Context: an optimization exercise on an open-source flow, tuned for small area, a short achievable clock period and few clock cycles. The choices shown serve that exercise and are no tape-out recipe.
RTL that was checked went through simulation tests only; none was proved equivalent to the original.
Only the layout flow was run in runs 5 to 7; the RTL was not checked for function there.
No activity file was given, so power comes from the tool's default toggle rates.

===== flow/config.mk =====
export PLATFORM = sky130hd
export DESIGN_NAME = day3_part2_top
export DESIGN_NICKNAME = day3_part2_top
export VERILOG_FILES = /design/flow/design.v
export SDC_FILE = /design/flow/constraint.sdc
export NUM_CORES = 4
export LEC_CHECK = 0
export CAP_MARGIN = 20
export CORE_MARGIN = 2
export CORE_UTILIZATION = 40
export SLEW_MARGIN = 20

===== flow/constraint.sdc =====
create_clock -name core_clock -period 4.0 [get_ports {clk}]
set_input_delay 0.8000 -clock core_clock [delete_from_list [all_inputs] [get_ports {clk}]]
set_output_delay 0.8000 -clock core_clock [all_outputs]
set_load 0.01 [all_outputs]

===== flow/run.sh =====
#!/bin/bash
# synth_recipe.tcl (not shown) runs the flow's synth.tcl, then flattens the netlist and writes it again
# the make line also repeats each setting of config.mk as NAME=value (left out here)
make -C /OpenROAD-flow-scripts/flow DESIGN_CONFIG=/design/flow/config.mk WORK_HOME=/design/flow/orfs CLKGATE_MAP_FILE= SYNTH_SCRIPT=/design/flow/synth_recipe.tcl finish

===== flow/design.v =====
`timescale 1ns / 1ps
module day3_part2_top( clk, rst, rom_addr, rom_data, sum, done );
    input clk;
    input rst;
    output [13:0] rom_addr;
    input [7:0] rom_data;
    output [31:0] sum;
    output done;
    reg [13:0] addr;
    wire [7:0] rom_out;
    reg [63:0] sub_group1;
    reg [63:0] sub_group2;
    reg [63:0] sub_group3;
    reg [63:0] comparator;
    reg [7:0] value;
    reg [31:0] sum_triples;
    localparam READ_1 = 3'b000, READ_2 = 3'b001, READ_3 = 3'b010, COMPARE = 3'b011, GET_VAL = 3'b100, CHECK = 3'b101, DONE = 3'b110;
    reg [2:0] state;
    reg int_done;
    assign sum = sum_triples;
    assign done = int_done;
    assign rom_addr = addr;
    assign rom_out = rom_data;
    always @ (posedge clk)
    begin
    if (rst)
    begin
        addr <= 14'b0;
        sub_group1 <= 64'b0;
        sub_group2 <= 64'b0;
        sub_group3 <= 64'b0;
        comparator <= 64'b0;
        value <= 8'b0;
        sum_triples <= 32'b0;
        state <= READ_1;
        int_done <= 1'b0;
    end
    else
    case (state)
    READ_1:
    begin
        addr <= addr + 1;
        if (rom_out == 8'b0)
            state <= READ_2;
        else
            sub_group1[rom_out] <= 1'b1;
    end
    READ_2:
    begin
        addr <= addr + 1;
        if (rom_out == 8'b0)
            state <= READ_3;
        else
            sub_group2[rom_out] <= 1'b1;
    end
    READ_3:
    begin
        addr <= addr + 1;
        if (rom_out == 8'b0)
            state <= COMPARE;
        else
            sub_group3[rom_out] <= 1'b1;
    end
    COMPARE:
    begin
        comparator <= sub_group1 & sub_group2 & sub_group3;
        if ((sub_group1 & sub_group2 & sub_group3) != 64'b0)
        begin
            value <= 8'b0;
            state <= GET_VAL;
        end
        else
        begin
            state <= CHECK;
        end
    end
    GET_VAL:
    begin
        comparator <= comparator >> 1;
        value <= value + 1;
        if (comparator == 1'b1)
        begin
            state <= CHECK;
            sum_triples <= sum_triples + value;
        end
    end
    CHECK:
    begin
        if (rom_out == 8'b0)
            state <= DONE;
        else
        begin
            state <= READ_1;
            sub_group1 <= 64'b0;
            sub_group2 <= 64'b0;
            sub_group3 <= 64'b0;
            comparator <= 64'b0;
        end
    end
    DONE:
    begin
        int_done <= 1'b1;
    end
    endcase
    end
endmodule

==> flow_metrics.py, run 1 <==
metrics = {
    "outcome": {
        "status": "complete, no violations",
    },
    "route": {
        "ant_nets": 0,
        "via_count": 11300,
        "wl_mm": 36.24,
        "vias_per_cell": 5.777,
        "drt-initial-drc-count": 1217,
        "avgRoutedWirePerCell_um": 18.53,
        "drt_drc_violations_left": 0,
        "first_pass_iters": 5,
    },
    "critical_path": {
        "crit_end": "sub_group1[57]",
        "worstPathMaxFanout": 26,
        "cp.arrival_ns": 3.76,
        "r2r-end": "sum_triples[25]",
        "r2r_slack_ns": 1.15,
        "worstSetupEndpointType": "flop",
        "worstPathRequired_ns": 4.44,
        "crit_start": "rom_data[1]",
        "worst_r2r_path_depth": 7,
        "worstSetupPathType": "input pin to flop",
        "start_kind": "input pin",
        "rr_startpoint": "state[2]",
    },
    "hold_path": {
        "holdCritPathClass": "flop to flop",
    },
    "clocking": {
        "cts_sinks": 314,
        "clock_path_buffers": 3,
        "cts_tree": "done",
        "cts_resized": 0,
        "cts_setup_buffers": 0,
        "clkLatencyLatePin_ns": 0.53,
        "clk_pin_slew_ns": 0.06,
        "numCtsBuffers": 36,
        "cts_root_buf": "clkbuf_16",
        "htree_levels": 2,
        "cts_hold_buf": 0,
    },
    "sta": {
        "tns_ns": 0,
        "finalMaxSlewViolations": 0,
        "period_share_pct": 82.94,
        "fin_skew_ns": 0.03674,
        "post-route-min-period_ns": 3.318,
        "worst_pin_slew_ns": 0.8357,
        "hold_violations": 0,
        "fmax_mhz": 301.4,
        "rsz0062_at_grt": "no",
        "finalSetupViolations": 0,
        "slew_headroom_pct": 44.28,
    },
    "synthesis": {
        "syn_inst": 1493,
        "synth-seq-cells": 314,
        "yosysWarnings": 1,
        "yosysUniqueCellTypes": 64,
        "ys_seq_area_share_pct": 48.76,
        "netlist_area_mm2": 0.01289,
        "synth-main-ff-cell": "dfxtp_1",
        "synth-edff-count": 0,
        "synthArstFlopShare_pct": 0,
        "synth.avg_cell_area_um2": 8.634,
    },
    "grt": {
        "grt_max_degree": 86,
        "grt.overflow.total": 0,
        "grtUsageTotal_pct": 21.36,
        "first_global_vias": 10140,
        "grt_pass1_wl_mm": 57.46,
        "antenna_found_initial": 1,
    },
    "cells_and_area": {
        "fin_area_mm2": 0.01510,
        "final_cells": 1956,
        "final_util_pct": 47.74,
        "area_delta_synth_final_pct": 17.16,
        "final_net_count": 1548,
        "final_common_cell": "dfxtp_1",
        "final_cell_mix": "314 x dfxtp_1, 292 x nor2_1, 134 x a21oi_1",
        "drive_above_1_share_pct": 8.178,
    },
    "placed_design": {
        "dp_hpwl_mm": 25.15,
        "gp_congestion": 0.9052,
        "dpl_cell_area_mm2": 0.01388,
        "numPortBuffers": 56,
        "place_inst": 1890,
    },
    "power_and_ir_drop": {
        "p_per_area_mw_per_mm2": 444.9,
        "p_leak_nw": 5.405,
        "vdd_drop_max_mv": 0.3018,
    },
    "floorplanning": {
        "io_pins": 57,
        "start_util_pct": 40.75,
        "die-area_mm2": 0.03368,
        "core_mm2": 0.03164,
        "die_h_um": 183.5,
        "rows": 65,
        "die-width_um": 183.5,
    },
    "flow_run": {
        "cap_violations": 0,
    },
}
sequential cells by signal, summed over array words and instances (netlist names):
name,flops
sub_group1,64
value,8
state,3
comparator,64
sub_group3,64
addr,14
sub_group2,64
int_done,1
sum_triples,32
synthesized netlist by cell type (7+ instances only):
master / count / share of area [%]
dfxtp_1: 314 / 49
nor2_1: 292 / 8.5
a21oi_1: 134 / 5.2
nand3_1: 87 / 3.4
a22o_1: 81 / 5.5
clkbuf_1: 73 / 2.1
a31oi_1: 68 / 3.3
a211oi_1: 63 / 3.7
nand2_1: 45 / 1.3
o21ai_0: 40 / 1.6
nor4_1: 36 / 1.7
nand4_1: 30 / 1.5
or3_1: 26 / 1.3
nor3_1: 20 / 0.78
buf_2: 17 / 0.66
inv_1: 17 / 0.49
xor2_1: 13 / 0.88
xnor2_1: 12 / 0.82
and3_1: 11 / 0.53
ha_1: 11 / 1.1
mux2i_1: 8 / 0.62
nand2b_1: 8 / 0.39
and2_1: 7 / 0.34
report_power, final:
part           leakage (nW)  switching, mW  internal (mW)
combinational          2.29          0.149         0.0650
sequential             2.53         0.0138           3.14
clock                 0.587           1.31           2.04
total                  5.40           1.47           5.25
routing by layer:
layer	GRT usage, %	up-vias	part of all wire (%)
li1	-	5534	-
met1	31.09	5423	48
met2	33.12	290	45
met3	3.031	52	4.9
met4	5.568	0	2.0
met5	0	-	0
cells by family (layout without fill, tap and decap cells):
family | after synthesis | after routing | share of synthesized area, %
AO/OA/AOI/OAI | 411 | 411 | 20.93
flip-flops | 314 | 314 | 48.76
AND/OR/NAND/NOR | 606 | 606 | 22.96
other | 0 | 1 | 0
adder cells (fa/ha/maj) | 12 | 12 | 1.223
buffers and inverters | 115 | 175 | 3.630
multiplexers | 10 | 10 | 0.7959
XOR/XNOR | 25 | 25 | 1.699
through the flow:
step	setup slack, ns	total power [mW]	hold slack, ns
after floorplan	0.8839	3.360	0.4247
after global placement	0.2599	3.433	0.4334
after detailed placement	0.2235	3.435	0.4458
after CTS	0.7406	6.774	0.4604
after global routing	0.5512	6.935	0.4838
final	0.6824	6.720	0.4585
how the worst min path moves through the flow:
stage	start	endpoint	slack, ns	cells after the start
final	sub_group2[0]	sub_group2[0]	0.46	1
after global routing	sub_group2[38]	sub_group2[38]	0.48	2
after CTS	sub_group3[61]	sub_group3[61]	0.46	2
after detailed placement	sub_group3[61]	sub_group3[61]	0.45	2
after global placement	sub_group3[61]	sub_group3[61]	0.43	2
after floorplan	sub_group1[61]	sub_group1[61]	0.42	2
layout make-up:
class,count,area (um2)
fill,2987,16530
sequential,314,6286
multi-input combinational,1064,6170
clock buffer,48,1007
timing repair buffer,93,860.8
tap,402,503.0
clock inverter,17,210.2
inverter,17,63.81
antenna,1,2.502
critical path, cell delays in order:
cell and delay (ns):
clkdlybuf4s50_1 0.49, inv_1 0.09, ha_1 0.23, or3b_4 0.42, or3_1 0.52, a31o_4 0.42, nor2_1 0.56, a22o_1 0.22
Testbench counts, summed over its fixed seeds: cycles 228,771.
==> run 2, diff against run 1 <==
==> flow/design.v (replaced) <==
`timescale 1ns / 1ps
module day3_part2_top( clk, rst, rom_addr, rom_data, sum, done );
    input clk;
    input rst;
    output [13:0] rom_addr;
    input [7:0] rom_data;
    output [31:0] sum;
    output done;
    reg [13:0] addr;
    reg [5:0]  d;           
    reg        pz;          
    reg [1:0]  line;        
    reg [52:1] seen1;
    reg [52:1] seen2;
    reg [5:0]  badge;
    reg [5:0]  sum_lo;
    reg        carry;
    reg [11:0] sum_hi;
    reg        int_done;
    wire zero = (d == 6'd0);
    wire last = zero & (line == 2'd2);           
    wire [63:0] onehot = 64'd1 << d;
    wire found = |(seen1 & seen2 & onehot[52:1]);
    assign rom_addr = addr;
    assign sum = {14'd0, sum_hi, sum_lo};
    assign done = int_done;
    always @(posedge clk) begin
        addr <= rst ? 14'd0 : addr + 14'd1;
        d <= rst ? 6'd63 : rom_data[5:0];
        pz <= zero;
        if (rst)
            line <= 2'd0;
        else if (zero & ~pz)
            line <= last ? 2'd0 : line + 2'd1;
        if (rst | last) begin
            seen1 <= 52'd0;
            seen2 <= 52'd0;
        end else begin
            if (line == 2'd0) seen1 <= seen1 | onehot[52:1];
            if (line == 2'd1) seen2 <= seen2 | onehot[52:1];
        end
        if (line == 2'd2 && found)
            badge <= d;
        if (rst) begin
            sum_lo <= 6'd0;
            carry <= 1'b0;
            sum_hi <= 12'd0;
        end else begin
            if (last & ~int_done)
                {carry, sum_lo} <= {1'b0, sum_lo} + {1'b0, badge};
            else
                carry <= 1'b0;
            sum_hi <= sum_hi + {11'd0, carry};
        end
        int_done <= ~rst & (int_done | (zero & pz));
    end
endmodule
--- a/flow/config.mk
+++ b/flow/config.mk
@@ -5,7 +5,9 @@
 export SDC_FILE = /design/flow/constraint.sdc
 export NUM_CORES = 4
 export LEC_CHECK = 0
+export ABC_CLOCK_PERIOD_IN_PS = 1500
 export CAP_MARGIN = 20
 export CORE_MARGIN = 2
 export CORE_UTILIZATION = 40
+export SETUP_SLACK_MARGIN = 2.5
 export SLEW_MARGIN = 20
==> run 2 against run 1 <==
  * Still clean on timing, DRC and antenna
  * Global-route usage increased by 1.4 points
  * Flip-flop and latch count shrank 161
  * Setup slack gained 0.86 ns
  * Synthesized cell count fell by 53%
  * First-iteration DRC count shrank 59%
  * Clock power is 52% lower
  * Register-to-register slack better by 0.39 ns
  * Combinational power up 31%
  * Synthesized area down 52%
  * Critical endpoint is now badge[3]
  * Largest power group unchanged
==> flow_metrics.py, run 2 <==
metrics = {
    "grt": {
        "first_global_vias": 5555,
        "grt-busiest-layer": "met2",
        "gr-usage-met1_pct": 28.30,
        "grt.overflow.total": 0,
        "met2_usage_pct": 38.30,
        "grtUsageTotal_pct": 22.71,
        "antenna_found_initial": 0,
        "met3_usage_pct": 4.366,
        "grt_max_degree": 27,
        "grt_pass1_wl_mm": 28.84,
    },
    "sta": {
        "post-route-min-period_ns": 2.462,
        "worst_pin_slew_ns": 0.5387,
        "finalSetupViolations": 0,
        "setup_slack_ns": 1.538,
        "finalMaxSlewViolations": 0,
        "fin_skew_ns": 0.008733,
        "hold_violations": 0,
        "period_share_pct": 61.56,
        "rsz0062_at_grt": "yes",
        "slew_headroom_pct": 64.01,
        "tns_ns": 0,
        "fmax_mhz": 406.1,
    },
    "synthesis": {
        "synth_area_leaders": "dfxtp_1 47%, a21oi_1 9.4%, nor2_1 8.0%",
        "synth-edff-count": 6,
        "ys_seq_area_share_pct": 50.36,
        "yosysWarnings": 1,
        "yosys.cell_count.top_type": "dfxtp_1",
        "synth_common_cells": "147 x dfxtp_1, 132 x nor2_1, 117 x a21oi_1, 26 x clkbuf_1, 24 x nand3_1",
        "syn_inst": 704,
        "synth.avg_cell_area_um2": 8.808,
        "synthArstFlopShare_pct": 0,
        "yosys.area.top_type": "dfxtp_1",
        "yosysUniqueCellTypes": 55,
        "synth_top_area_share_pct": 47.46,
        "synth-seq-cells": 153,
        "netlist_area_mm2": 0.006201,
        "synth-main-ff-cell": "dfxtp_1",
    },
    "critical_path": {
        "crit_slowest_cell": "or4_4",
        "cp_cell_sequence": "buf_6 > buf_6 > and3b_1 > o211ai_1 > nand4_1 > or4_4 > o41a_1 > buf_6",
        "worstPathRequired_ns": 4.20,
        "crit_top_cell": "buf_6",
        "rr_startpoint": "d[4]",
        "critPathMaxStageDelay_ns": 0.57,
        "path_delay_family": "simple AND/OR/NAND/NOR gates",
        "r2r-end": "badge[3]",
        "worst-path-buf-inv": 3,
        "cp.arrival_ns": 2.66,
        "worst_r2r_path_depth": 8,
        "worstSetupEndpointType": "flop",
        "crit_start": "d[4]",
        "r2r_slack_ns": 1.54,
        "worstSetupPathType": "flop to flop",
        "worstPathMaxFanout": 6,
        "start_kind": "flop",
    },
    "floorplanning": {
        "io_pins": 57,
        "die_h_um": 128.5,
        "core_mm2": 0.01520,
        "rows": 45,
        "die-width_um": 128.5,
        "start_util_pct": 40.79,
        "die-area_mm2": 0.01651,
    },
    "route": {
        "avgRoutedWirePerCell_um": 20.01,
        "wl_mm": 20.67,
        "first_pass_iters": 5,
        "vias_per_cell": 5.733,
        "drt-initial-drc-count": 498,
        "ant_nets": 0,
        "drt_drc_violations_left": 0,
        "via_count": 5922,
    },
    "cells_and_area": {
        "diodes": 0,
        "final_cell_mix": "112 x a21oi_1, 108 x dfxtp_1, 87 x nor2_4",
        "fin_area_mm2": 0.009632,
        "n_fill_cell": 1095,
        "drive_above_1_share_pct": 43.31,
        "final_net_count": 855,
        "top_regs": "seen1 x52, seen2 x52, addr x14",
        "final_common_cell": "a21oi_1",
        "area_delta_synth_final_pct": 55.33,
    },
    "clocking": {
        "numCtsBuffers": 17,
        "cts_root_buf": "clkbuf_16",
        "htree_levels": 4,
        "clk_pin_slew_ns": 0.06,
        "clkLatencyLatePin_ns": 0.44,
        "cts_sinks": 153,
        "cts_tree": "done",
        "clock_path_buffers": 2,
    },
    "hold_path": {
        "worstHoldPathCells": 2,
        "whs_endpoint": "seen2[29]",
        "holdCritPathClass": "flop to flop",
        "hold_start": "seen2[29]",
    },
    "power_and_ir_drop": {
        "vdd_drop_max_mv": 0.3076,
        "clockPowerShare_pct": 46.9,
        "p_per_area_mw_per_mm2": 358.3,
        "swShare_pct": 23.93,
        "switchingPower_mw": 0.8259,
        "combPwrFrac_pct": 8.1,
        "p_seq_share_pct": 45.0,
        "intPower_mw": 2.625,
        "p_leak_nw": 3.690,
    },
    "placed_design": {
        "dp_hpwl_mm": 9.230,
        "numPortBuffers": 40,
        "gp_congestion": 0.8017,
        "dpl_cell_area_mm2": 0.006681,
        "dp_slack_ns": 0.9029,
    },
    "outcome": {
        "status": "complete, no violations",
    },
    "flow_run": {
        "cap_violations": 0,
    },
}
[run 2: cell types whose count changed in the layout (fill, tap and decap cells not counted), moves of 28 or more]
cell	previous run	this run
nor4_1	36	0
a211oi_1	63	0
o21ai_0	39	11
nor2_4	0	87
clkdlybuf4s50_1	55	6
buf_6	0	52
a31oi_1	68	2
buf_4	36	77
dfxtp_1	314	108
nor2_1	292	44
a22o_1	81	2
nand2_1	45	13
nand3_1	87	22
[run 2: cell type report]
cell class	instances	area, um2	share of cell area (%)
timing repair buffer	165	1918	19.91
clock inverter	12	138.9	1.442
sequential	153	3207	33.29
multi-input combinational	483	3628	37.67
tap	188	235.2	2.442
inverter	12	47.55	0.4936
clock buffer	20	456.7	4.741
[run 2: how the worst max path moves through the flow]
stage | endpoint | slack, ns | cells after the start
after floorplan | badge[0] | 1.74 | 6
after global placement | badge[0] | 1.00 | 6
after detailed placement | badge[0] | 0.90 | 6
after CTS | badge[4] | 1.61 | 7
after global routing | badge[2] | 1.46 | 8
final | badge[3] | 1.54 | 8
[run 2: power by group through the flow]
stage	clock (mW)	combinational (mW)	sequential, mW
after global routing	1.70	0.290	1.55
after CTS	1.63	0.216	1.55
after detailed placement	0	0.0987	1.60
after global placement	0	0.0968	1.60
after floorplan	0	0.0971	1.58
final	1.62	0.280	1.55
[run 2: per-stage QoR]
stage          std cells  power, mW  hold slack [ns]  utilization (%)
6_report            1033      3.451           0.4627            63.36
3_5_place_dp         889      1.698           0.4464            43.95
2_1_floorplan        717      1.682           0.4280                -
3_3_place_gp         889      1.696           0.4400            43.95
4_1_cts             1003      3.403           0.4620            56.16
5_1_grt             1033      3.542           0.5009            63.36
[run 2: cells by family after synthesis]
logic type | count (synthesis) | synth area share [%]
other | 1 | 0.06047
buffers and inverters | 81 | 6.174
xor gates and xnor gates | 17 | 2.401
DFF | 153 | 50.36
muxes | 2 | 0.3229
AOI/OAI and AO/OA | 164 | 14.69
and+or+nand+nor | 273 | 23.24
adders and majority gates | 13 | 2.744
[run 2: per-layer routing]
layer / vias to the layer above / routed length [um]
li1: 2677 / -
met1: 2879 / 8159
met2: 294 / 10210
met3: 72 / 1424
met4: 0 / 872
met5: - / 0
[run 2: timing repair]
item                                    4_1_cts  5_1_grt
endpoints found under the setup margin      185      159
pin swaps                                    10      107
resized for setup                           261      235
gates cloned                                 15        1
hold buffers                                  0        0
setup buffers                                67       29
[run 2: worst min-delay path: stages (launching register included)]
cell and delay (ns):
dfxtp_1 0.32, a21oi_1 0.04, nor2_1 0.07
Testbench counts of run 2, summed over its fixed seeds: cycles 164,523.
==> run 3, diff against run 2 <==
--- a/flow/config.mk
+++ b/flow/config.mk
@@ -5,9 +5,9 @@
 export SDC_FILE = /design/flow/constraint.sdc
 export NUM_CORES = 4
 export LEC_CHECK = 0
-export ABC_CLOCK_PERIOD_IN_PS = 1500
+export ABC_CLOCK_PERIOD_IN_PS = 2000
 export CAP_MARGIN = 20
 export CORE_MARGIN = 2
 export CORE_UTILIZATION = 40
-export SETUP_SLACK_MARGIN = 2.5
+export SETUP_SLACK_MARGIN = 2.0
 export SLEW_MARGIN = 20
==> run 3 against run 2 <==
  * Synthesized cell count did not move
  * Clock-buffer cell count is 2 higher
  * Via count shrank 12%
  * Hold slack lost 0.0067 ns
  * Design area decreased by 20%
  * Sequential power about the same
  * Flip-flop and latch count is the same
  * Synthesized area unchanged
  * Critical endpoint is now badge[0]
  * Highest routed layer unchanged
==> flow_metrics.py, run 3 <==
metrics = {
    "outcome": {
        "status": "complete, no violations",
    },
    "clocking": {
        "cts_sinks": 153,
        "htree_levels": 4,
        "clock_path_buffers": 2,
        "clkLatencyLatePin_ns": 0.43,
        "numCtsBuffers": 17,
        "cts_hold_buf": 0,
        "cts_root_buf": "clkbuf_16",
        "clk_pin_slew_ns": 0.06,
        "cts_tree": "done",
    },
    "cells_and_area": {
        "final_common_cell": "dfxtp_1",
        "top_regs": "seen1 x52, seen2 x52, addr x14",
        "regArea_mm2": 0.003151,
        "area_delta_synth_final_pct": 23.53,
        "diodes": 0,
        "final_cell_mix": "137 x dfxtp_1, 132 x nor2_1, 117 x a21oi_1",
        "n_fill_cell": 1374,
        "multi_input_area_mm2": 0.002786,
        "final_net_count": 776,
        "drive_above_1_share_pct": 13.71,
    },
    "hold_path": {
        "hold_start": "addr[0]",
        "holdCritPathClass": "flop to flop",
        "worstHoldPathCells": 1,
        "whs_endpoint": "addr[0]",
    },
    "sta": {
        "fmax_mhz": 412.0,
        "period_share_pct": 60.69,
        "post-route-min-period_ns": 2.427,
        "hold_violations": 0,
        "finalSetupViolations": 0,
        "slew_headroom_pct": 55.86,
        "tns_ns": 0,
        "fin_skew_ns": 0.006204,
        "rsz0062_at_grt": "yes",
        "finalMaxSlewViolations": 0,
        "worst_pin_slew_ns": 0.6621,
    },
    "route": {
        "avgRoutedWirePerCell_um": 16.54,
        "vias_per_cell": 5.478,
        "drt-initial-drc-count": 487,
        "ant_nets": 0,
        "first_pass_iters": 5,
        "wl_mm": 15.78,
        "via_count": 5226,
        "drt_drc_violations_left": 0,
    },
    "critical_path": {
        "worstPathRequired_ns": 4.14,
        "r2r-end": "badge[0]",
        "worst_r2r_path_depth": 6,
        "worstSetupPathType": "flop to flop",
        "start_kind": "flop",
        "r2r_slack_ns": 1.57,
        "worstPathMaxFanout": 11,
        "rr_startpoint": "d[1]",
        "cp.arrival_ns": 2.57,
        "worstSetupEndpointType": "flop",
    },
    "placed_design": {
        "numPortBuffers": 40,
        "gp_congestion": 0.7624,
        "dp_hpwl_mm": 8.976,
    },
    "synthesis": {
        "synth-edff-count": 6,
        "yosys.cell_count.top_type": "dfxtp_1",
        "synth_common_cells": "147 x dfxtp_1, 132 x nor2_1, 117 x a21oi_1, 26 x clkbuf_1, 24 x nand3_1",
        "synth-main-ff-cell": "dfxtp_1",
        "syn_inst": 704,
        "netlist_area_mm2": 0.006201,
        "yosys.area.top_type": "dfxtp_1",
        "synth_top_area_share_pct": 47.46,
        "yosysWarnings": 1,
        "synth-seq-cells": 153,
        "synth_area_leaders": "dfxtp_1 47%, a21oi_1 9.4%, nor2_1 8.0%",
        "yosysUniqueCellTypes": 55,
        "ys_seq_area_share_pct": 50.36,
        "synth.avg_cell_area_um2": 8.808,
        "synthArstFlopShare_pct": 0,
    },
    "grt": {
        "grt_pass1_wl_mm": 24.09,
        "antenna_found_initial": 0,
        "grtUsageTotal_pct": 18.64,
        "first_global_vias": 4861,
        "grt_max_degree": 105,
        "grt.overflow.total": 0,
    },
    "power_and_ir_drop": {
        "vdd_drop_max_mv": 0.3048,
        "p_leak_nw": 3.226,
        "p_total_mw": 3.312,
        "p_per_area_mw_per_mm2": 432.3,
    },
    "floorplanning": {
        "die-area_mm2": 0.01651,
        "io_pins": 57,
        "die-width_um": 128.5,
        "die_h_um": 128.5,
        "core_mm2": 0.01520,
        "start_util_pct": 40.79,
        "rows": 45,
    },
    "flow_run": {
        "cap_violations": 0,
    },
}
-- run 3: changes by cell type in the layout (fill, tap and decap cells not counted), moves of 5 or more --
cell           previous run  this run
nor2_1                   44       132
dfxtp_4                  14         6
a21oi_2                   5         0
nor2_4                   87         0
buf_16                   15         1
dfxtp_2                  25         4
o21ai_0                  11        16
dlygate4sd2_1             0        34
a21oi_1                 112       117
buf_6                    52         7
buf_4                    77        31
dfxtp_1                 108       137
-- run 3: worst max-delay path by stage --
stage          depth (start not counted)  from        to
2_1_floorplan                          6  d[1]  badge[0]
5_1_grt                                6  d[2]  badge[0]
4_1_cts                                6  d[2]  badge[0]
3_3_place_gp                           5  d[2]  badge[0]
3_5_place_dp                           5  d[2]  badge[0]
6_report                               6  d[1]  badge[0]
-- run 3: per-stage QoR --
stage / setup slack, ns / cells / hold WS (ns) / utilization (%) / cell area (um2)
2_1_floorplan: 1.738 / 717 / 0.4280 / - / 6261
3_3_place_gp: 0.9220 / 887 / 0.4392 / 43.72 / 6646
3_5_place_dp: 0.9506 / 887 / 0.4505 / 43.72 / 6646
4_1_cts: 1.600 / 948 / 0.4641 / 49.46 / 7520
5_1_grt: 1.532 / 954 / 0.4755 / 50.39 / 7660
6_report: 1.573 / 954 / 0.4560 / 50.39 / 7660
-- run 3: kinds of logic (layout without fill, tap and decap cells) --
kind of cell / Yosys count / in the layout / synth area share, %
simple gates: 273 / 273 / 23.24
compound gates: 164 / 164 / 14.69
flops: 153 / 153 / 50.36
buf+inv: 81 / 130 / 6.174
xor+xnor: 17 / 17 / 2.401
fa+ha+maj: 13 / 13 / 2.744
mux: 2 / 2 / 0.3229
other cells: 1 / 14 / 0.06047
-- run 3: layout make-up --
| class | instances | area share [%] |
|---|---|---|
| Timing Repair Buffer | 86 | 11.12 |
| Tap cell | 188 | 3.071 |
| Sequential cell | 153 | 41.13 |
| Inverter | 12 | 0.5880 |
| Multi-Input combinational cell | 483 | 36.38 |
| Clock inverter | 10 | 1.519 |
| Clock buffer | 22 | 6.191 |
-- run 3: worst max-delay path, stage by stage (launching register included) --
cell and delay (ns):
dfxtp_4 0.38, buf_4 0.18, and4b_2 0.32, nand2_1 0.11
nand4_1 0.12, or4_4 0.56, o41a_1 0.45
-- run 3: per-layer routing --
layer	GRT usage, %	wire length (um)	vias up
li1	-	-	2509
met1	23.95	7174	2542
met2	30.44	7438	156
met3	4.699	909	19
met4	6.905	260	0
met5	0	0	-
-- run 3: where the power goes --
| part | switching, mW | total, mW | internal (mW) |
|---|---|---|---|
| Sequential | 0.0133 | 1.56 | 1.54 |
| Combinational | 0.0946 | 0.158 | 0.0637 |
| Clock | 0.629 | 1.60 | 0.969 |
-- run 3: repair_timing --
item | CTS | global route
cloned | 0 | 5
resized for setup | 63 | 11
setup endpoints to repair | 151 | 113
setup buffers | 29 | 1
pin swaps | 7 | 7
==> run 4, diff against run 3 <==
--- a/flow/config.mk
+++ b/flow/config.mk
@@ -5,9 +5,7 @@
 export SDC_FILE = /design/flow/constraint.sdc
 export NUM_CORES = 4
 export LEC_CHECK = 0
-export ABC_CLOCK_PERIOD_IN_PS = 2000
 export CAP_MARGIN = 20
 export CORE_MARGIN = 2
 export CORE_UTILIZATION = 40
-export SETUP_SLACK_MARGIN = 2.0
 export SLEW_MARGIN = 20
==> run 4 against run 3 <==
  * Still clean
  * Synthesized cell count unchanged
  * Routed wire length is 11% lower
  * Total power shrank 2.8%
  * Die area unchanged
  * Synthesized area stayed put
  * Critical endpoint is now badge[5]
==> flow_metrics.py, run 4 <==
metrics = {
    "outcome": {
        "status": "complete, no violations",
    },
    "critical_path": {
        "r2r-end": "badge[5]",
        "start_kind": "flop",
        "worstPathRequired_ns": 4.14,
        "r2r_slack_ns": 0.98,
        "worstSetupPathType": "flop to flop",
        "worstSetupEndpointType": "flop",
        "rr_startpoint": "d[2]",
        "worstPathMaxFanout": 25,
        "worst_r2r_path_depth": 6,
        "cp.arrival_ns": 3.16,
    },
    "sta": {
        "finalSetupViolations": 0,
        "fin_skew_ns": 0.007711,
        "fmax_mhz": 330.7,
        "period_share_pct": 75.60,
        "hold_violations": 0,
        "whs_ns": 0.4590,
        "rsz0062_at_grt": "no",
        "post-route-min-period_ns": 3.024,
        "worst_pin_slew_ns": 0.9701,
        "tns_ns": 0,
        "slew_headroom_pct": 35.24,
        "setup_slack_ns": 0.9761,
        "finalMaxSlewViolations": 0,
    },
    "route": {
        "ant_nets": 0,
        "avgRoutedWirePerCell_um": 15.29,
        "drt-initial-drc-count": 400,
        "first_pass_iters": 5,
        "vias_per_cell": 5.320,
        "drt_drc_violations_left": 0,
        "via_count": 4910,
        "wl_mm": 14.12,
    },
    "synthesis": {
        "yosysUniqueCellTypes": 55,
        "synth.avg_cell_area_um2": 8.808,
        "synth_area_leaders": "dfxtp_1 47%, a21oi_1 9.4%, nor2_1 8.0%",
        "synth-compound-area-share_pct": 14.69,
        "yosysWarnings": 1,
        "synth_common_cells": "147 x dfxtp_1, 132 x nor2_1, 117 x a21oi_1, 26 x clkbuf_1, 24 x nand3_1",
        "synth-main-ff-cell": "dfxtp_1",
        "synth_top_area_share_pct": 47.46,
        "synth-edff-count": 6,
        "synthArstFlopShare_pct": 0,
        "muxShareOfSynthArea_pct": 0.3228,
        "netlist_area_mm2": 0.006201,
        "synth_adder_area_share_pct": 2.744,
        "synth-seq-cells": 153,
        "yosys.area.top_type": "dfxtp_1",
        "synthXorXnorAreaFrac_pct": 2.401,
        "synthSimpleGateAreaFrac_pct": 23.24,
        "synth_top_family_by_area": "simple AND/OR/NAND/NOR gates",
        "ys_seq_area_share_pct": 50.36,
        "yosys.cell_count.top_type": "dfxtp_1",
        "syn_inst": 704,
    },
    "power_and_ir_drop": {
        "p_seq_share_pct": 48.6,
        "switchingPower_mw": 0.7238,
        "vdd_drop_max_mv": 0.3225,
        "p_total_mw": 3.220,
        "combPwrFrac_pct": 3.2,
        "intPower_mw": 2.496,
        "p_leak_nw": 2.853,
        "clockPowerShare_pct": 48.2,
        "swShare_pct": 22.48,
        "p_per_area_mw_per_mm2": 443.6,
    },
    "grt": {
        "grt.overflow.total": 0,
        "grt_max_degree": 105,
        "grt_pass1_wl_mm": 23.10,
        "antenna_found_initial": 0,
        "first_global_vias": 4555,
        "grtUsageTotal_pct": 17.86,
    },
    "hold_path": {
        "holdCritPathClass": "flop to flop",
        "worstHoldPathCells": 1,
        "whs_endpoint": "addr[0]",
        "hold_start": "addr[0]",
    },
    "clocking": {
        "cts_setup_buffers": 0,
        "cts_tree": "done",
        "cts_resized": 0,
        "cts_root_buf": "clkbuf_16",
        "htree_levels": 4,
        "clk_pin_slew_ns": 0.06,
        "numCtsBuffers": 17,
        "clkLatencyLatePin_ns": 0.42,
        "cts_hold_buf": 0,
        "cts_sinks": 153,
        "clock_path_buffers": 2,
    },
    "cells_and_area": {
        "final_cells": 923,
        "top_regs": "seen1 x52, seen2 x52, addr x14",
        "final_cell_mix": "147 x dfxtp_1, 132 x nor2_1, 117 x a21oi_1",
        "final_net_count": 745,
        "diodes": 0,
        "area_delta_synth_final_pct": 17.03,
        "fin_area_mm2": 0.007257,
        "drive_above_1_share_pct": 7.347,
        "final_common_cell": "dfxtp_1",
        "final_util_pct": 47.74,
    },
    "floorplanning": {
        "core_mm2": 0.01520,
        "rows": 45,
        "io_pins": 57,
        "die_h_um": 128.5,
        "start_util_pct": 40.79,
        "die-area_mm2": 0.01651,
        "die-width_um": 128.5,
    },
    "placed_design": {
        "numPortBuffers": 40,
        "place_inst": 891,
        "dp_hpwl_mm": 9.302,
        "gp_congestion": 0.7532,
        "dp_slack_ns": 1.008,
        "dpl_cell_area_mm2": 0.006674,
    },
    "flow_run": {
        "cap_violations": 0,
    },
}
## run 4: cell counts after synthesis
Identical to the previous run, type by type.
## run 4: final cells by class
cell class	instances	area (um2)
inverters	12	45.04
clock inverters	11	111.4
well taps	188	235.2
multi-input cells	483	2745
flip-flops and latches	153	3123
clock buffers	21	471.7
repair buffers	55	525.5
fillers	1402	7945
## run 4: kinds of logic (layout without fill, tap and decap cells)
| family | count (synthesis) | in the layout |
|---|---|---|
| buffers and inverters | 81 | 99 |
| and+or+nand+nor | 273 | 273 |
| DFF | 153 | 153 |
| other | 1 | 14 |
| muxes | 2 | 2 |
| adders and majority gates | 13 | 13 |
| AOI/OAI and AO/OA | 164 | 164 |
| xor gates and xnor gates | 17 | 17 |
## run 4: power groups by stage
stage               clock (mW)  sequential [mW]  combinational, mW
floorplan                    0             1.59             0.0887
global placement             0             1.60              0.100
detailed placement           0             1.60              0.103
CTS                       1.59             1.56              0.103
global route              1.66             1.57              0.114
finish                    1.55             1.57              0.104
## run 4: critical path, stage by stage (launching register included)
cell and delay, ns:
dfxtp_1 0.95, buf_4 0.29, and4b_1 0.19, o21ai_0 0.16, nand4_1 0.13, or4_1 0.55
o41a_1 0.45
## run 4: how the worst max path moves through the flow
stage          from       end  slack (ns)  cells after the start
3_3_place_gp   d[0]  badge[0]        1.02                      7
6_report       d[2]  badge[5]        0.98                      6
5_1_grt        d[3]  badge[5]        0.85                      5
2_1_floorplan  d[3]  badge[0]        1.69                      6
3_5_place_dp   d[2]  badge[0]        1.01                      6
4_1_cts        d[2]  badge[5]        1.01                      6
## run 4: metal layers
layer | wire, um | vias to the layer above | part of all wire (%) | GRT usage (%)
met5 | 0 | - | 0 | 0
met3 | 680 | 19 | 4.8 | 3.950
li1 | - | 2437 | - | -
met4 | 215 | 0 | 1.5 | 7.289
met2 | 6781 | 126 | 48 | 29.22
met1 | 6438 | 2328 | 46 | 22.99
==> run 5, diff against run 4 <==
==> flow/design.v (replaced) <==
`timescale 1ns / 1ps
module day3_part2_top( clk, rst, rom_addr, rom_data, sum, done );
    input clk;
    input rst;
    output [13:0] rom_addr;
    input [7:0] rom_data;
    output [31:0] sum;
    output done;
    reg [13:0] addr;
    reg [5:0]  d;           
    reg        pz;          
    reg [1:0]  line;        
    reg [52:1] seen1;
    reg [52:1] seen2;
    reg        keep1a;      
    reg        keep1b;      
    reg        keep2a;      
    reg        keep2b;      
    reg        got;         
    reg [5:0]  sum_lo;
    reg        carry;
    reg [11:0] sum_hi;
    reg        int_done;
    wire zero = (d == 6'd0);
    wire eol = zero & ~pz;                        
    wire last = eol & (line == 2'd2);             
    wire [63:0] onehot = 64'd1 << d;
    wire [52:1] hit = onehot[52:1];
    wire [52:1] keep1 = {{26{keep1b}}, {26{keep1a}}};
    wire [52:1] keep2 = {{26{keep2b}}, {26{keep2a}}};
    wire found = (line == 2'd2) & (|(hit & seen2)) & ~got & ~int_done;
    assign rom_addr = addr;
    assign sum = {14'd0, sum_hi, sum_lo};
    assign done = int_done;
    always @(posedge clk) begin
        addr <= rst ? 14'd0 : addr + 14'd1;
        d <= rst ? 6'd63 : rom_data[5:0];
        pz <= zero;
        if (rst)
            line <= 2'd0;
        else if (eol)
            line <= last ? 2'd0 : line + 2'd1;
        keep1a <= ~rst & ~(eol & (line == 2'd1));
        keep1b <= ~rst & ~(eol & line[0]);
        keep2a <= ~rst & ~(eol & (line == 2'd0));
        keep2b <= ~rst & ~(eol & ~line[0]);
        seen1 <= (seen1 & keep1) | (hit & {52{line == 2'd0}});
        seen2 <= (seen2 & keep2) | (hit & seen1 & {52{line == 2'd1}});
        got <= ~rst & ~last & (got | found);
        if (rst) begin
            sum_lo <= 6'd0;
            carry <= 1'b0;
            sum_hi <= 12'd0;
        end else begin
            if (found)
                {carry, sum_lo} <= {1'b0, sum_lo} + {1'b0, d};
            else
                carry <= 1'b0;
            sum_hi <= sum_hi + {11'd0, carry};
        end
        int_done <= ~rst & (int_done | (zero & pz));
    end
endmodule
--- a/flow/config.mk
+++ b/flow/config.mk
@@ -5,7 +5,12 @@
 export SDC_FILE = /design/flow/constraint.sdc
 export NUM_CORES = 4
 export LEC_CHECK = 0
+export ABC_CLOCK_PERIOD_IN_PS = 1800
 export CAP_MARGIN = 20
 export CORE_MARGIN = 2
 export CORE_UTILIZATION = 40
+export CTS_BUF_LIST = sky130_fd_sc_hd__clkbuf_8
+export CTS_CLUSTER_DIAMETER = 60
+export CTS_CLUSTER_SIZE = 30
+export SETUP_SLACK_MARGIN = 2.2
 export SLEW_MARGIN = 20
==> run 5 against run 4 <==
  * Critical endpoint is now sum_lo[1]
  * Fmax up 37%
  * Largest power group unchanged
  * Sequential share of layout area down 5.3 points
  * Total power down 11%
  * First-iteration DRC count down 7.2%
  * Final cell count up 5.6%
  * Critical path type unchanged
  * Hold slack worse by 0.0087 ns
==> flow_metrics.py, run 5 <==
metrics = {
    "critical_path": {
        "worstPathMaxFanout": 19,
        "critPathMaxStageDelay_ns": 0.41,
        "worstSetupEndpointType": "flop",
        "worst_r2r_path_depth": 9,
        "cp.arrival_ns": 2.58,
        "cp_cell_sequence": "buf_12 > nor4bb_1 > buf_4 > a32o_2 > nor4_4 > nand4_1 > buf_6 > o311a_1 > a211oi_1",
        "crit_slowest_cell": "dfxtp_4",
        "worstPathRequired_ns": 4.37,
        "path_delay_family": "compound AO/OA/AOI/OAI gates",
        "worst-path-stages": 9,
        "worstSetupPathType": "flop to flop",
        "start_kind": "flop",
        "worst-path-buf-inv": 3,
        "r2r_slack_ns": 1.79,
    },
    "power_and_ir_drop": {
        "p_per_area_mw_per_mm2": 346.5,
        "p_leak_nw": 3.390,
        "vdd_drop_max_mv": 0.2010,
        "p_total_mw": 2.874,
    },
    "clocking": {
        "cts_tree": "done",
        "clock_path_buffers": 2,
        "clk_pin_slew_ns": 0.08,
        "clkLatencyLatePin_ns": 0.46,
        "numCtsBuffers": 17,
        "htree_levels": 4,
        "cts_root_buf": "clkbuf_8",
        "cts_sinks": 152,
    },
    "sta": {
        "finalSetupViolations": 0,
        "slew_headroom_pct": 54.62,
        "hold_violations": 0,
        "post-route-min-period_ns": 2.205,
        "rsz0062_at_grt": "yes",
        "finalMaxSlewViolations": 0,
        "tns_ns": 0,
        "period_share_pct": 55.13,
        "fin_skew_ns": 0.01256,
        "worst_pin_slew_ns": 0.6756,
        "fmax_mhz": 453.5,
        "setup_slack_ns": 1.795,
    },
    "grt": {
        "grt_max_degree": 33,
        "grtUsageTotal_pct": 21.92,
        "antenna_found_initial": 0,
        "first_global_vias": 5625,
        "grt_pass1_wl_mm": 30.01,
        "grt.overflow.total": 0,
    },
    "synthesis": {
        "yosys.cell_count.top_type": "dfxtp_1",
        "synth-seq-cells": 152,
        "synth_common_cells": "152 x dfxtp_1, 55 x a32o_1, 52 x nor2_1, 49 x a22o_1, 25 x clkbuf_1",
        "ys_seq_area_share_pct": 46.76,
        "yosys.area.top_type": "dfxtp_1",
        "synth-edff-count": 0,
        "synth_area_leaders": "dfxtp_1 47%, a32o_1 8.5%, a22o_1 6.6%",
        "netlist_area_mm2": 0.006507,
        "yosysUniqueCellTypes": 66,
        "yosysWarnings": 1,
        "syn_inst": 646,
        "synth.avg_cell_area_um2": 10.07,
        "synth-main-ff-cell": "dfxtp_1",
        "synthArstFlopShare_pct": 0,
        "synth_top_area_share_pct": 46.76,
    },
    "floorplanning": {
        "die_h_um": 131.6,
        "rows": 46,
        "start_util_pct": 40.97,
        "die-width_um": 131.6,
        "die-area_mm2": 0.01731,
        "io_pins": 57,
        "core_mm2": 0.01589,
    },
    "placed_design": {
        "gp_congestion": 0.7862,
        "dp_slack_ns": 1.107,
        "numPortBuffers": 40,
        "dp_hpwl_mm": 10.56,
        "dpl_cell_area_mm2": 0.007020,
    },
    "hold_path": {
        "holdCritPathClass": "flop to flop",
        "worstHoldPathCells": 2,
    },
    "route": {
        "via_count": 5623,
        "drt-initial-drc-count": 371,
        "wl_mm": 19.02,
        "vias_per_cell": 5.767,
        "avgRoutedWirePerCell_um": 19.51,
        "first_pass_iters": 5,
        "drt_drc_violations_left": 0,
        "ant_nets": 0,
    },
    "cells_and_area": {
        "drive_above_1_share_pct": 34.65,
        "final_util_pct": 52.21,
        "final_cell_mix": "109 x dfxtp_1, 70 x buf_4, 53 x a32o_1",
        "diodes": 0,
        "final_net_count": 766,
        "final_common_cell": "dfxtp_1",
        "area_delta_synth_final_pct": 27.44,
        "fin_area_mm2": 0.008293,
        "top_regs": "seen1 x52, seen2 x52, addr x14",
    },
    "outcome": {
        "status": "complete, no violations",
    },
    "flow_run": {
        "cap_violations": 0,
    },
}
run 5: repair_timing:
action | CTS | global route
resized for setup | 238 | 16
hold buffers | 0 | 0
setup buffers | 81 | 0
setup endpoints to repair | 139 | 59
pin swaps | 17 | 6
run 5: final timing paths:
kind,start,end
worst max-delay path,d[2],sum_lo[1]
worst min-delay path,seen2[10],seen2[10]
worst max register to register,d[2],sum_lo[1]
worst min register to register,seen2[10],seen2[10]
run 5: per-layer routing:
layer / part of all wire (%) / track usage, % / up-vias
li1: - / - / 2603
met1: 45 / 28.60 / 2776
met2: 47 / 35.54 / 206
met3: 6.0 / 4.707 / 38
met4: 2.1 / 8.394 / 0
met5: 0 / 0 / -
run 5: area by class of cell:
cell class / count / area, um2
clock buffers: 19 / 261.5
clock inverters: 13 / 106.4
fillers: 1441 / 7592
inverters: 11 / 41.29
flip-flops and latches: 152 / 3132
multi-input cells: 434 / 3426
well taps: 216 / 270.3
repair buffers: 130 / 1056
run 5: metrics by stage:
stage,hold WS [ns],std cells
after floorplan,0.4106,659
after global placement,0.4261,862
final,0.4503,975
after global routing,0.4753,975
after CTS,0.4514,975
after detailed placement,0.4321,862
run 5: worst min-delay path, cell delays in order, from the launching register on:
cell	delay [ns]
dfxtp_1	0.33
nand2_1	0.05
nand2_1	0.05
run 5: logic make-up (layout without fill, tap and decap cells):
kind of cell             count (synthesis)  after routing  synth area share (%)
AND/OR/NAND/NOR                        225            225                 19.69
multiplexers                             9              9                 1.480
AO/OA/AOI/OAI                          156            156                 20.73
adder cells (fa/ha/maj)                 10             10                 2.038
XOR/XNOR                                20             20                 2.692
flip-flops                             152            152                 46.76
buffers and inverters                   73            173                 6.556
other                                    1             14               0.05763
run 5: power by group:
group          switching [mW]  leakage (nW)  total, mW  internal, mW
clock network           0.591         0.190       1.11         0.518
registers              0.0357          1.25       1.56          1.52
logic                   0.117          1.95      0.207        0.0907
total                   0.743          3.39       2.87          2.13
==> run 6, diff against run 5 <==
--- a/flow/design.v
+++ b/flow/design.v
@@ -7,7 +7,6 @@
     output [31:0] sum;
     output done;
     reg [13:0] addr;
-    reg [5:0]  d;           
     reg        pz;          
     reg [1:0]  line;        
     reg [52:1] seen1;
@@ -16,26 +15,28 @@
     reg        keep1b;      
     reg        keep2a;      
     reg        keep2b;      
+    reg [5:0]  d;           
+    reg        found;       
     reg        got;         
     reg [5:0]  sum_lo;
     reg        carry;
     reg [11:0] sum_hi;
     reg        int_done;
-    wire zero = (d == 6'd0);
+    wire [5:0] v = rom_data[5:0];
+    wire zero = (v == 6'd0);
     wire eol = zero & ~pz;                        
     wire last = eol & (line == 2'd2);             
-    wire [63:0] onehot = 64'd1 << d;
+    wire [63:0] onehot = 64'd1 << v;
     wire [52:1] hit = onehot[52:1];
     wire [52:1] keep1 = {{26{keep1b}}, {26{keep1a}}};
     wire [52:1] keep2 = {{26{keep2b}}, {26{keep2a}}};
-    wire found = (line == 2'd2) & (|(hit & seen2)) & ~got & ~int_done;
     assign rom_addr = addr;
     assign sum = {14'd0, sum_hi, sum_lo};
     assign done = int_done;
     always @(posedge clk) begin
         addr <= rst ? 14'd0 : addr + 14'd1;
-        d <= rst ? 6'd63 : rom_data[5:0];
         pz <= zero;
+        d <= v;
         if (rst)
             line <= 2'd0;
         else if (eol)
@@ -46,13 +47,14 @@
         keep2b <= ~rst & ~(eol & ~line[0]);
         seen1 <= (seen1 & keep1) | (hit & {52{line == 2'd0}});
         seen2 <= (seen2 & keep2) | (hit & seen1 & {52{line == 2'd1}});
+        found <= ~rst & ~int_done & (line == 2'd2) & (|(hit & seen2));
         got <= ~rst & ~last & (got | found);
         if (rst) begin
             sum_lo <= 6'd0;
             carry <= 1'b0;
             sum_hi <= 12'd0;
         end else begin
-            if (found)
+            if (found & ~got)
                 {carry, sum_lo} <= {1'b0, sum_lo} + {1'b0, d};
             else
                 carry <= 1'b0;
==> run 6 against run 5 <==
  * Still clean on timing, DRC and antenna
  * Non-clock buffer count down 22
  * Sequential share of layout area up 2.8 points
  * Via count down 8.7%
  * Die area down 4.5%
  * Clock skew down 0.0023 ns
  * Fmax up 18%
  * Flip-flop and latch count up 1
  * Critical endpoint is now found
  * Highest routed layer unchanged
==> flow_metrics.py, run 6 <==
metrics = {
    "outcome": {
        "status": "complete, no violations",
    },
    "synthesis": {
        "synth-edff-count": 0,
        "ys_seq_area_share_pct": 49.35,
        "synth_area_leaders": "dfxtp_1 49%, a32o_1 8.5%, a22o_1 7.1%",
        "synthArstFlopShare_pct": 0,
        "synth-seq-cells": 153,
        "syn_inst": 599,
        "netlist_area_mm2": 0.006206,
        "yosys.area.top_type": "dfxtp_1",
        "yosys.cell_count.top_type": "dfxtp_1",
        "synth_top_area_share_pct": 49.35,
        "synth_common_cells": "153 x dfxtp_1, 55 x nor2_1, 53 x a32o_1, 50 x a22o_1, 26 x nand2_1",
        "yosysUniqueCellTypes": 72,
        "yosysWarnings": 1,
        "synth-main-ff-cell": "dfxtp_1",
        "synth.avg_cell_area_um2": 10.36,
    },
    "sta": {
        "finalSetupViolations": 0,
        "period_share_pct": 46.69,
        "whs_ns": 0.4637,
        "rsz0062_at_grt": "yes",
        "post-route-min-period_ns": 1.868,
        "hold_violations": 0,
        "worst_pin_slew_ns": 1.112,
        "setup_slack_ns": 2.132,
        "slew_headroom_pct": 25.79,
        "tns_ns": 0,
        "fmax_mhz": 535.4,
        "finalMaxSlewViolations": 0,
        "fin_skew_ns": 0.01025,
    },
    "clocking": {
        "cts_tree": "done",
        "htree_levels": 4,
        "cts_root_buf": "clkbuf_8",
        "cts_sinks": 153,
        "clkLatencyLatePin_ns": 0.44,
        "cts_hold_buf": 0,
        "clk_pin_slew_ns": 0.08,
        "clock_path_buffers": 2,
        "numCtsBuffers": 17,
    },
    "route": {
        "ant_nets": 0,
        "avgRoutedWirePerCell_um": 18.60,
        "drt-initial-drc-count": 322,
        "via_count": 5131,
        "first_pass_iters": 5,
        "vias_per_cell": 5.817,
        "drt_drc_violations_left": 0,
        "wl_mm": 16.41,
    },
    "hold_path": {
        "holdCritPathClass": "flop to flop",
    },
    "power_and_ir_drop": {
        "p_leak_nw": 3.080,
        "swShare_pct": 23.32,
        "clockPowerShare_pct": 40.3,
        "p_total_mw": 2.941,
        "combPwrFrac_pct": 6.3,
        "intPower_mw": 2.255,
        "switchingPower_mw": 0.6859,
        "p_per_area_mw_per_mm2": 383.2,
        "vdd_drop_max_mv": 0.1817,
        "p_seq_share_pct": 53.4,
    },
    "critical_path": {
        "rr_startpoint": "sum_lo[2]",
        "start_kind": "input pin",
        "crit_start": "rom_data[1]",
        "r2r-end": "carry",
        "crit_end": "found",
        "worstPathRequired_ns": 4.38,
        "worstPathMaxFanout": 10,
        "worst_r2r_path_depth": 7,
        "cp.arrival_ns": 2.24,
        "r2r_slack_ns": 2.29,
        "worstSetupEndpointType": "flop",
        "worstSetupPathType": "input pin to flop",
    },
    "grt": {
        "first_global_vias": 4963,
        "grtUsageTotal_pct": 20.15,
        "grt_max_degree": 27,
        "grt.overflow.total": 0,
        "antenna_found_initial": 0,
        "grt_pass1_wl_mm": 26.03,
    },
    "flow_run": {
        "cap_violations": 0,
    },
    "cells_and_area": {
        "final_net_count": 702,
        "area_delta_synth_final_pct": 23.67,
        "top_regs": "seen1 x52, seen2 x52, addr x14",
        "final_util_pct": 50.49,
        "fin_area_mm2": 0.007675,
        "final_common_cell": "dfxtp_1",
        "final_cells": 882,
        "diodes": 0,
        "drive_above_1_share_pct": 29.97,
        "final_cell_mix": "117 x dfxtp_1, 57 x buf_4, 53 x nor2_1, 53 x a32o_1, 50 x a22o_1",
    },
    "placed_design": {
        "dp_slack_ns": 0.6743,
        "gp_congestion": 0.8233,
        "place_inst": 800,
        "numPortBuffers": 40,
        "dpl_cell_area_mm2": 0.006698,
        "dp_hpwl_mm": 9.941,
    },
    "floorplanning": {
        "die-area_mm2": 0.01653,
        "rows": 45,
        "die-width_um": 128.6,
        "core_mm2": 0.01520,
        "start_util_pct": 40.82,
        "die_h_um": 128.6,
        "io_pins": 57,
    },
}
==> run 6: cell types whose count changed after synthesis, moves of 5 or more <==
cell       before  now
a21oi_1        14   19
a2bb2oi_1       5    0
and3_1         15    6
buf_6          11    3
nand4_1        12    5
nor2b_1        17    7
nor3_1         14    9
nor4_1          8    2
nor4b_1         6    1
or2_2           8    1
==> run 6: critical path: stages <==
cell and delay, ns:
buf_8 0.13, buf_6 0.13, nor4b_4 0.34, nand2_1 0.08, mux4_2 0.50, o2111a_1 0.14
a31oi_1 0.11
==> run 6: final cells by class <==
type,count,area [um2]
inverters,11,41.29
clock buffers,19,261.5
flip-flops and latches,153,3115
well taps,188,235.2
repair buffers,108,909.6
clock inverters,12,135.1
multi-input cells,391,2977
fillers,1382,7527
==> run 6: layer usage <==
| layer | vias up | routed length [um] | track usage, % |
|---|---|---|---|
| met3 | 28 | 888 | 4.241 |
| met5 | - | 0 | 0 |
| met4 | 0 | 263 | 7.609 |
| met2 | 162 | 7740 | 32.26 |
| li1 | 2383 | - | - |
| met1 | 2558 | 7514 | 26.91 |
==> run 6: power by group through the flow <==
stage                     Clock, mW  Combinational, mW  Sequential (mW)
after floorplan                   0              0.118             1.59
after detailed placement          0              0.135             1.61
after global placement            0              0.134             1.61
after CTS                      1.21              0.170             1.57
after global routing           1.28              0.199             1.57
final                          1.19              0.185             1.57
==> run 6: worst min path at each step <==
stage	start	end	slack (ns)	cells past startpoint
final	seen2[39]	seen2[39]	0.46	2
after global routing	seen2[39]	seen2[39]	0.47	2
after CTS	seen2[5]	seen2[5]	0.47	1
after detailed placement	seen2[5]	seen2[5]	0.45	1
after global placement	seen2[39]	seen2[39]	0.43	2
after floorplan	seen2[39]	seen2[39]	0.42	2
==> run 6: what timing repair did <==
action | in CTS | in global routing
pin swaps | 8 | 17
endpoints found under the setup margin | 172 | 16
cloned | 4 | 0
resized for setup | 236 | 30
setup buffers | 36 | 11
==> run 6: cell families (layout without fill, tap and decap cells) <==
kind of cell,Yosys count,count (layout),share of synthesized area (%)
AO/OA/AOI/OAI,154,154,21.03
other,1,14,0.06043
AND/OR/NAND/NOR,179,179,16.15
adder cells (fa/ha/maj),10,10,2.137
flip-flops,153,153,49.35
multiplexers,16,16,2.863
XOR/XNOR,18,18,2.540
buffers and inverters,68,150,5.867
==> run 7, diff against run 6 <==
--- a/flow/design.v
+++ b/flow/design.v
@@ -11,10 +11,7 @@
     reg [1:0]  line;        
     reg [52:1] seen1;
     reg [52:1] seen2;
-    reg        keep1a;      
-    reg        keep1b;      
-    reg        keep2a;      
-    reg        keep2b;      
+    reg        clr;         
     reg [5:0]  d;           
     reg        found;       
     reg        got;         
@@ -28,8 +25,6 @@
     wire last = eol & (line == 2'd2);             
     wire [63:0] onehot = 64'd1 << v;
     wire [52:1] hit = onehot[52:1];
-    wire [52:1] keep1 = {{26{keep1b}}, {26{keep1a}}};
-    wire [52:1] keep2 = {{26{keep2b}}, {26{keep2a}}};
     assign rom_addr = addr;
     assign sum = {14'd0, sum_hi, sum_lo};
     assign done = int_done;
@@ -41,14 +36,11 @@
             line <= 2'd0;
         else if (eol)
             line <= last ? 2'd0 : line + 2'd1;
-        keep1a <= ~rst & ~(eol & (line == 2'd1));
-        keep1b <= ~rst & ~(eol & line[0]);
-        keep2a <= ~rst & ~(eol & (line == 2'd0));
-        keep2b <= ~rst & ~(eol & ~line[0]);
-        seen1 <= (seen1 & keep1) | (hit & {52{line == 2'd0}});
-        seen2 <= (seen2 & keep2) | (hit & seen1 & {52{line == 2'd1}});
+        clr <= rst | last;
+        seen1 <= (clr ? 52'd0 : seen1) | (hit & {52{line == 2'd0}});
+        seen2 <= (clr ? 52'd0 : seen2) | (hit & seen1 & {52{line == 2'd1}});
         found <= ~rst & ~int_done & (line == 2'd2) & (|(hit & seen2));
-        got <= ~rst & ~last & (got | found);
+        got <= ~rst & ~clr & (got | found);
         if (rst) begin
             sum_lo <= 6'd0;
             carry <= 1'b0;
==> run 7 against run 6 <==
  * Still clean on timing, DRC and antenna
  * Synthesized cell count up 4.0%
  * Routed wire length decreased by 4.2%
  * Design area is 3.6% lower
  * Combinational power rose by 4%
  * Total power fell by 5.1%
  * Global-route usage about the same
  * Hold slack lost 0.016 ns
  * Sequential share of layout area rose by 0.83 points
==> flow_metrics.py, run 7 <==
metrics = {
    "cells_and_area": {
        "final_cell_mix": "116 x dfxtp_1, 64 x o2bb2ai_1, 42 x nor2_1, 42 x buf_4, 37 x inv_1",
        "top_regs": "seen1 x52, seen2 x52, addr x14",
        "diodes": 0,
        "area_delta_synth_final_pct": 23.21,
        "final_net_count": 714,
        "fin_area_mm2": 0.007400,
        "final_common_cell": "dfxtp_1",
        "n_fill_cell": 1329,
        "drive_above_1_share_pct": 26.99,
        "regArea_mm2": 0.003065,
        "multi_input_area_mm2": 0.002796,
    },
    "grt": {
        "met3_usage_pct": 5.272,
        "grtUsageTotal_pct": 20.20,
        "grt_max_degree": 47,
        "antenna_found_initial": 0,
        "first_global_vias": 4867,
        "grt-busiest-layer": "met2",
        "gr-usage-met1_pct": 25.64,
        "grt_pass1_wl_mm": 25.45,
        "met2_usage_pct": 33.00,
        "grt.overflow.total": 0,
    },
    "critical_path": {
        "r2r-end": "sum_lo[5]",
        "cp.arrival_ns": 2.38,
        "worstPathRequired_ns": 4.40,
        "cp_cell_sequence": "clkdlybuf4s15_2 > buf_6 > or4_1 > a211o_1 > o311a_1 > o21ai_2 > o31a_1",
        "worst_r2r_path_depth": 7,
        "r2r_slack_ns": 2.31,
        "rr_startpoint": "sum_lo[1]",
        "worst-path-stages": 7,
        "worstSetupPathType": "input pin to flop",
        "critPathMaxStageDelay_ns": 0.51,
        "worstPathMaxFanout": 3,
        "start_kind": "input pin",
        "worstSetupEndpointType": "flop",
        "crit_slowest_cell": "or4_1",
        "worst-path-buf-inv": 2,
        "path_delay_family": "compound AO/OA/AOI/OAI gates",
    },
    "route": {
        "drt-initial-drc-count": 256,
        "avgRoutedWirePerCell_um": 17.70,
        "via_count": 4995,
        "wl_mm": 15.72,
        "vias_per_cell": 5.625,
        "drt_drc_violations_left": 0,
        "first_pass_iters": 5,
        "ant_nets": 0,
    },
    "sta": {
        "tns_ns": 0,
        "fin_skew_ns": 0.01135,
        "worst_pin_slew_ns": 0.6052,
        "period_share_pct": 49.37,
        "finalMaxSlewViolations": 0,
        "slew_headroom_pct": 59.66,
        "post-route-min-period_ns": 1.975,
        "fmax_mhz": 506.4,
        "rsz0062_at_grt": "yes",
        "setup_slack_ns": 2.025,
        "finalSetupViolations": 0,
        "hold_violations": 0,
    },
    "floorplanning": {
        "die-width_um": 126.5,
        "io_pins": 57,
        "start_util_pct": 41.17,
        "core_mm2": 0.01459,
        "rows": 44,
        "die_h_um": 126.5,
        "die-area_mm2": 0.01601,
    },
    "synthesis": {
        "synth-seq-cells": 150,
        "synth-edff-count": 0,
        "yosysWarnings": 1,
        "synth_common_cells": "150 x dfxtp_1, 64 x o2bb2ai_1, 44 x nor2_1, 41 x nand2_1, 36 x inv_1",
        "yosys.area.top_type": "dfxtp_1",
        "synthArstFlopShare_pct": 0,
        "synth.avg_cell_area_um2": 9.640,
        "yosysUniqueCellTypes": 59,
        "synth_area_leaders": "dfxtp_1 50%, o2bb2ai_1 9.3%, a32o_1 3.0%",
        "netlist_area_mm2": 0.006006,
        "synth_top_area_share_pct": 50.00,
        "synth-main-ff-cell": "dfxtp_1",
        "syn_inst": 623,
        "yosys.cell_count.top_type": "dfxtp_1",
        "ys_seq_area_share_pct": 50.00,
    },
    "power_and_ir_drop": {
        "switchingPower_mw": 0.6594,
        "combPwrFrac_pct": 6.9,
        "intPower_mw": 2.132,
        "vdd_drop_max_mv": 0.2796,
        "p_seq_share_pct": 54.3,
        "clockPowerShare_pct": 38.8,
        "p_leak_nw": 2.844,
        "swShare_pct": 23.62,
        "p_total_mw": 2.792,
        "p_per_area_mw_per_mm2": 377.3,
    },
    "hold_path": {
        "holdCritPathClass": "flop to flop",
        "worstHoldPathCells": 2,
        "whs_endpoint": "seen2[8]",
        "hold_start": "seen1[8]",
    },
    "placed_design": {
        "gp_congestion": 0.8027,
        "dp_slack_ns": 0.6543,
        "dpl_cell_area_mm2": 0.006555,
        "dp_hpwl_mm": 9.683,
        "numPortBuffers": 40,
    },
    "clocking": {
        "htree_levels": 4,
        "cts_hold_buf": 0,
        "cts_root_buf": "clkbuf_8",
        "cts_tree": "done",
        "cts_sinks": 150,
        "clk_pin_slew_ns": 0.08,
        "clkLatencyLatePin_ns": 0.46,
        "numCtsBuffers": 17,
        "clock_path_buffers": 2,
    },
    "outcome": {
        "status": "complete, no violations",
    },
    "flow_run": {
        "cap_violations": 0,
    },
}
run 7: cell types whose count changed after synthesis, moves of 4 or more:
cell / previous run / this run
nor2_1: 55 / 44
a32o_1: 53 / 18
a22o_1: 50 / 3
o32ai_1: 1 / 7
mux2_2: 4 / 0
nand4_1: 5 / 10
o2bb2ai_1: 1 / 64
nand2_1: 26 / 41
inv_1: 11 / 36
o21ai_0: 9 / 22
a21oi_1: 19 / 15
nand3_1: 19 / 32
o22ai_1: 0 / 8
buf_4: 20 / 16
run 7: stage by stage:
step	hold WS [ns]	cells	util (%)
finish	0.4480	888	50.72
detailed placement	0.4457	819	44.93
CTS	0.4506	886	50.01
global route	0.4765	888	50.72
floorplan	0.4233	636	-
global placement	0.4386	819	44.93
run 7: worst max-delay path by stage:
stage,from,to,slack (ns)
after floorplan,rom_data[3],found,1.81
after global placement,rom_data[0],found,0.71
after detailed placement,rom_data[0],found,0.65
after CTS,rom_data[4],found,2.08
after global routing,rom_data[4],found,2.01
final,rom_data[4],found,2.03
run 7: cells by family after synthesis:
family | share of synthesized area, %
compound gates | 21.42
xor+xnor | 2.917
fa+ha+maj | 2.208
buf+inv | 7.083
flops | 50.00
mux | 1.667
other cells | 0.06244
simple gates | 14.65
run 7: timing repair:
action,4_1_cts,5_1_grt
pin swaps,10,13
setup buffers,34,2
endpoints found under the hold margin,0,0
gates resized for setup,235,22
setup endpoints to repair,144,23
cloned,4,0
run 7: layout make-up:
type | instances | share of cell area [%]
sequential | 150 | 41.43
multi-input combinational | 394 | 37.79
timing repair buffer | 94 | 10.94
clock buffer | 22 | 4.092
tap | 184 | 3.111
inverter | 37 | 1.877
clock inverter | 7 | 0.7609
run 7: worst register-to-register path: stages, from the launching register on:
cell	delay (ns)
dfxtp_4	0.37
ha_4	0.23
a21o_1	0.17
a21oi_2	0.18
o21bai_2	0.10
a21oi_2	0.19
nor4_2	0.05
a311o_1	0.29
run 7: per-layer routing:
layer,vias to the layer above,wire [um]
met3,26,838
met1,2433,7130
li1,2382,-
met4,0,290
met5,-,0
met2,154,7458
run 7: power by group through the flow:
| stage | clock (mW) | combinational [mW] | sequential (mW) |
|---|---|---|---|
| 2_1_floorplan | 0 | 0.111 | 1.55 |
| 3_3_place_gp | 0 | 0.145 | 1.55 |
| 3_5_place_dp | 0 | 0.148 | 1.56 |
| 4_1_cts | 1.10 | 0.189 | 1.52 |
| 5_1_grt | 1.17 | 0.206 | 1.52 |
| 6_report | 1.08 | 0.193 | 1.52 |

re-timing with driven ports:
No port has a modelled driver above. Below, the same layouts with a new extraction and two added sets of constraints.
Step 1, drivers: a clkbuf_16 drives clk and a buf_2 each remaining input, both assumed.
Step 2 adds t to the input delays and takes it off the output delays; t is the mean of the earliest and latest rising clock arrival at the registers after step 1. Input paths then give back, and output paths get back, about the clock's delay inside the block.
Slacks: no drivers / after step 1 / after step 2; pairs: no drivers / after step 1.
run | shift t [ns] | setup slack, ns | hold slack, ns | worst slew at a driven data input, ns
run 1 | 0.565 | 0.682 / 0.714 / 0.149 | 0.458 / 0.458 / 0.458 | 0.04
run 2 | 0.472 | 1.538 / 1.538 / 1.538 | 0.463 / 0.463 / 0.463 | 0.04
run 3 | 0.465 | 1.573 / 1.573 / 1.573 | 0.456 / 0.456 / 0.456 | 0.04
run 4 | 0.459 | 0.976 / 0.976 / 0.976 | 0.459 / 0.459 / 0.459 | 0.04
run 5 | 0.493 | 1.795 / 1.795 / 1.795 | 0.450 / 0.450 / 0.450 | 0.03
run 6 | 0.472 | 2.132 / 2.115 / 1.644 | 0.464 / 0.464 / 0.464 | 0.05
run 7 | 0.486 | 2.025 / 2.019 / 1.532 | 0.448 / 0.448 / 0.448 | 0.05
After both steps setup and hold are still met in every run listed. The setup slack of run 1, which loses most, moves by +0.032 ns with the drivers and by -0.533 ns with both steps.
